Source: an optimization exercise on an open RTL-to-GDS flow (aim: small area). Production flows keep margins and buffers that such runs may drop.
In this exercise RTL edits were held to simulation tests only and were not proved equivalent to the original.
Power is estimated from default activity; no workload was simulated.

==> module TX, before the edit <==
module TX(input clk, input rst, input in, input run, input [3:0]rate, input tx_request, output [51:0]out, output valid, output ready, output [1:0]cr, output [1:0]mod);
reg m1, m0, c1;
assign mod = {m1, m0};
assign cr = {c1, ~c1 & m1 & m0};
wire m3 = m1 & m0;
wire m2 = m1 & ~m0;
wire nz = m1 | m0;
wire cr_half = ~c1 & ~cr[0];
always @(posedge clk, negedge rst) begin
	if(~rst) begin
		m1 <= 1'b1; m0 <= 1'b1; c1 <= 1'b1;
	end
	else if(tx_request) begin
		m1 <= ~(rate[2] & rate[0]);
		m0 <= ~(rate[3] & rate[0]);
		c1 <= rate[1] | ~rate[0];
	end
end
reg st;               
reg [6:0] sc;         
reg [6:0] d;          
reg [1:0] q;          
reg v1;               
reg en, enb;          
wire vr = run & st;
wire fb = sc[6] ^ sc[3];
wire en_n = vr & (cr_half | q != 2'd1);
assign ready = st;
always @(posedge clk, negedge rst) begin
	if(~rst) begin
		st <= 1'b0;
		sc <= 7'h7f;
		d <= 7'd0;
		q <= 2'd0;
		v1 <= 1'b0;
		en <= 1'b0;
		enb <= 1'b1;
	end
	else begin
		st <= 1'b1;
		v1 <= vr;
		en <= en_n;
		enb <= ~en_n;
		if(vr) begin
			sc <= {sc[5:0], fb};
			d <= {d[5:0], in ^ fb};
			q <= (q == 2'd3 || (q == 2'd2 && c1)) ? 2'd0 : q + 2'd1;
		end
	end
end
wire ea = d[0] ^ d[2] ^ d[3] ^ d[5] ^ d[6];
wire eb = d[0] ^ d[1] ^ d[2] ^ d[3] ^ d[6];
reg r1, r2;
wire qa = q[0] ^ q[1];
wire xa = (cr_half | qa) ? ea : (q[0] | c1) ? r1 : r2;
wire xb = (cr[0] & ~qa) ? ea : eb;
always @(posedge clk) begin
	if(v1) begin
		r1 <= ea;
		r2 <= eb;
	end
end
reg [136:0] ev, od;
wire [136:0] evn, odn;
genvar p;
generate for(p = 0; p < 137; p = p + 1) begin : chain
	if(p == 136) begin
		assign evn[p] = xa;
		assign odn[p] = xb;
	end
	else if(p == 0) begin
		assign evn[p] = m1 ? ev[1] : m0 ? ev[17] : ev[41];
		assign odn[p] = m1 ? od[1] : m0 ? od[17] : od[41];
	end
	else if(p == 48) begin
		assign evn[p] = m1 ? ev[49] : m0 ? ev[65] : ev[89];
		assign odn[p] = m1 ? od[49] : m0 ? od[65] : od[89];
	end
	else if(p == 96) begin
		assign evn[p] = m1 ? ev[97] : m0 ? ev[113] : xa;
		assign odn[p] = m1 ? od[97] : m0 ? od[113] : xb;
	end
	else if(p == 24 || p == 72) begin
		assign evn[p] = m1 ? ev[p+1] : ev[p+17];
		assign odn[p] = m1 ? od[p+1] : od[p+17];
	end
	else if(p == 120) begin
		assign evn[p] = m1 ? ev[p+1] : xa;
		assign odn[p] = m1 ? od[p+1] : xb;
	end
	else if(p == 128) begin
		assign evn[p] = m0 ? ev[p+1] : xa;
		assign odn[p] = m0 ? od[p+1] : xb;
	end
	else if(p == 8 || p == 32 || p == 56 || p == 80 || p == 104) begin
		assign evn[p] = m0 ? ev[p+1] : ev[p+9];
		assign odn[p] = m0 ? od[p+1] : od[p+9];
	end
	else begin
		assign evn[p] = ev[p+1];
		assign odn[p] = od[p+1];
	end
end endgenerate
always @(posedge clk) begin
	ev <= ({137{en}} & evn) | ({137{enb}} & ev);
	od <= ({137{en}} & odn) | ({137{enb}} & od);
end
reg [4:0] g;
reg [2:0] w;
reg vt;
wire [4:0] glast = (mod == 2'd0) ? 5'd2 : (mod == 2'd1) ? 5'd5 : (mod == 2'd2) ? 5'd11 : 5'd17;
wire oph = (g == glast);
always @(posedge clk, negedge rst) begin
	if(~rst) begin
		g <= 5'd0;
		w <= 3'd0;
		vt <= 1'b0;
	end
	else begin
		vt <= en & oph;
		if(en) begin
			w <= w + 3'd1;
			if(w == 3'd7) g <= oph ? 5'd0 : g + 5'd1;
		end
	end
end
assign valid = vt;
reg [6:0] pl;
always @(posedge clk, negedge rst) begin
	if(~rst) pl <= 7'h7f;
	else if(en & oph & (w == 3'd0)) pl <= {pl[5:0], pl[6] ^ pl[3]};
end
wire J0 = (w == 3'd1) | (w == 3'd4) | (w == 3'd7);
wire J1 = (w == 3'd2) | (w == 3'd5) | (w == 3'd0);
wire J2 = (w == 3'd3) | (w == 3'd6);
wire [2:0] se0 = {m3 & J1, m3 & J2, ~m3 | J0};
wire [2:0] se2 = {m3 & J1, m3 & J2, m3 & J0};
wire [2:0] so0 = {m3 & J2, m3 ? J0 : m2, m3 ? J1 : ~m2};
wire [2:0] so1 = {m3 ? J2 : m2, m3 & J0, m3 & J1};
wire [2:0] so2 = {m3 & J2, m3 & J0, m3 & J1};
function [7:0] sub(input [5:0] t, input [2:0] s0, input [2:0] s1, input [2:0] s2, input m3, input m1, input nz);
	reg n0, n1, n2, n3, n4, n5;
	begin
		n0 = ~(s0[0] & t[0] | s0[1] & t[1] | s0[2] & t[2]);
		n1 = ~(s1[0] & t[1] | s1[1] & t[2] | s1[2] & t[0]);
		n2 = ~(s2[0] & t[2] | s2[1] & t[0] | s2[2] & t[1]);
		n3 = ~(s0[0] & t[3] | s0[1] & t[4] | s0[2] & t[5]);
		n4 = ~(s1[0] & t[4] | s1[1] & t[5] | s1[2] & t[3]);
		n5 = ~(s2[0] & t[5] | s2[1] & t[3] | s2[2] & t[4]);
		sub = {n0, m3 & n1, m1 & ~(n1 ^ n2), 1'b1, nz & n3, m3 & n4, m1 & ~(n4 ^ n5), nz};
	end
endfunction
genvar k;
generate for(k = 0; k < 3; k = k + 1) begin : subc
	wire [5:0] te = {ev[48*k+40], ev[48*k+32], ev[48*k+24], ev[48*k+16], ev[48*k+8], ev[48*k]};
	wire [5:0] to = {od[48*k+40], od[48*k+32], od[48*k+24], od[48*k+16], od[48*k+8], od[48*k]};
	assign out[8*k+7 -: 8] = sub(te, se0, se0, se2, m3, m1, nz);
	assign out[8*k+31 -: 8] = sub(to, so0, so1, so2, m3, m1, nz);
end endgenerate
wire pt = pl[0] ^ (w[2] & w[1]);
assign out[51:48] = {~w[0] & pt, 2'b00, ~w[0]};
endmodule
Settings: LEC_CHECK=0, CAP_MARGIN=20, CORE_MARGIN=2, CORE_UTILIZATION=70, PLACE_DENSITY=0.8, SLEW_MARGIN=20; clock period 8.0 ns.
standard.sh (not shown) runs the stock make flow with config.mk's settings and CLKGATE_MAP_FILE= SYNTH_SCRIPT=/design/flow/synth_recipe.tcl, a recipe that flattens the netlist after the stock synthesis.
==> flow/flow/run.sh <==
#!/bin/bash
# Standard ORFS layout with smaller port buffers and a leaner clock tree.
set -euo pipefail
export BUFFER_PORTS_ARGS="-buffer_cell sky130_fd_sc_hd__buf_1"
export CTS_ARGS="-sink_clustering_enable -repair_clock_nets -dont_use_dummy_load -buf_list sky130_fd_sc_hd__clkbuf_8 -sink_clustering_size 20 -sink_clustering_max_diameter 60"
bash standard.sh > standard.log 2>&1
Then changed:
--- a/flow/design.v
+++ b/flow/design.v
@@ -18,37 +18,33 @@
 	end
 end
 reg st;               
-reg [6:0] sc;         
+reg [6:0] scn;        
 reg [6:0] d;          
 reg [1:0] q;          
-reg v1;               
 reg en, enb;          
 wire vr = run & st;
-wire fb = sc[6] ^ sc[3];
+wire fb = scn[6] ^ scn[3];
 wire en_n = vr & (cr_half | q != 2'd1);
 assign ready = st;
 always @(posedge clk, negedge rst) begin
 	if(~rst) begin
 		st <= 1'b0;
-		sc <= 7'h7f;
+		scn <= 7'h00;
 		d <= 7'd0;
 		q <= 2'd0;
-		v1 <= 1'b0;
 		en <= 1'b0;
-		enb <= 1'b1;
 	end
 	else begin
 		st <= 1'b1;
-		v1 <= vr;
 		en <= en_n;
-		enb <= ~en_n;
 		if(vr) begin
-			sc <= {sc[5:0], fb};
+			scn <= {scn[5:0], ~fb};
 			d <= {d[5:0], in ^ fb};
 			q <= (q == 2'd3 || (q == 2'd2 && c1)) ? 2'd0 : q + 2'd1;
 		end
 	end
 end
+always @(posedge clk) enb <= ~en_n;
 wire ea = d[0] ^ d[2] ^ d[3] ^ d[5] ^ d[6];
 wire eb = d[0] ^ d[1] ^ d[2] ^ d[3] ^ d[6];
 reg r1, r2;
@@ -56,10 +52,8 @@
 wire xa = (cr_half | qa) ? ea : (q[0] | c1) ? r1 : r2;
 wire xb = (cr[0] & ~qa) ? ea : eb;
 always @(posedge clk) begin
-	if(v1) begin
-		r1 <= ea;
-		r2 <= eb;
-	end
+	r1 <= ea;
+	r2 <= eb;
 end
 reg [136:0] ev, od;
 wire [136:0] evn, odn;
@@ -109,8 +103,7 @@
 reg [4:0] g;
 reg [2:0] w;
 reg vt;
-wire [4:0] glast = (mod == 2'd0) ? 5'd2 : (mod == 2'd1) ? 5'd5 : (mod == 2'd2) ? 5'd11 : 5'd17;
-wire oph = (g == glast);
+wire oph = m1 ? (m0 ? g[4] & g[0] : g[3] & g[1] & g[0]) : (m0 ? g[2] & g[0] : g[1]);
 always @(posedge clk, negedge rst) begin
 	if(~rst) begin
 		g <= 5'd0;
@@ -126,10 +119,10 @@
 	end
 end
 assign valid = vt;
-reg [6:0] pl;
+reg [6:0] pln;        
 always @(posedge clk, negedge rst) begin
-	if(~rst) pl <= 7'h7f;
-	else if(en & oph & (w == 3'd0)) pl <= {pl[5:0], pl[6] ^ pl[3]};
+	if(~rst) pln <= 7'h00;
+	else if(en & oph & (w == 3'd0)) pln <= {pln[5:0], ~(pln[6] ^ pln[3])};
 end
 wire J0 = (w == 3'd1) | (w == 3'd4) | (w == 3'd7);
 wire J1 = (w == 3'd2) | (w == 3'd5) | (w == 3'd0);
@@ -158,6 +151,6 @@
 	assign out[8*k+7 -: 8] = sub(te, se0, se0, se2, m3, m1, nz);
 	assign out[8*k+31 -: 8] = sub(to, so0, so1, so2, m3, m1, nz);
 end endgenerate
-wire pt = pl[0] ^ (w[2] & w[1]);
+wire pt = ~pln[0] ^ (w[2] & w[1]);
 assign out[51:48] = {~w[0] & pt, 2'b00, ~w[0]};
 endmodule
After rerunning: Final cell count drops by 0.85%; core utilization fell by 0.59 points; register-to-register slack is better by 0.45 ns; die area goes down by 0.91%; maximum frequency shrinks by 6.3%; sequential power hardly moves; first-iteration DRC count came out higher by 13%; wire length fell by 0.46%; setup slack is worse by 0.33 ns; critical path depth came out lower by 2; count of clock-buffer cells in the layout drops by 1; area after synthesis fell by 0.94%; total power rises by 1.7%.

static timing again, ports no longer ideal:
In the flow no input, the clock included, has a driving cell. The finished layouts below were timed again as built, in two steps. Step 1 sets driving cells, clkbuf_16 on the clock port and buf_2 on the other inputs (assumed; they add their load-dependent delay and slew). Step 2 adds t to the input delays and takes it off the output delays; t is the mean of the earliest and latest rising clock arrival at the registers after step 1. Input paths then give back, and output paths get back, about the clock's delay inside the block. a / b / c = ideal ports / drivers / drivers and shift; a / b = the first two.
| run | t (ns) | setup slack, ns | hold slack, ns | cell pins on the clock port's net |
|---|---|---|---|---|
| the first run | 0.554 | 3.124 / 3.082 / 3.636 | 0.430 / 0.430 / 0.430 | 1 |
| the second run | 0.555 | 2.794 / 2.756 / 3.311 | 0.480 / 0.480 / 0.480 | 1 |
After both steps setup and hold are still met in every run listed.
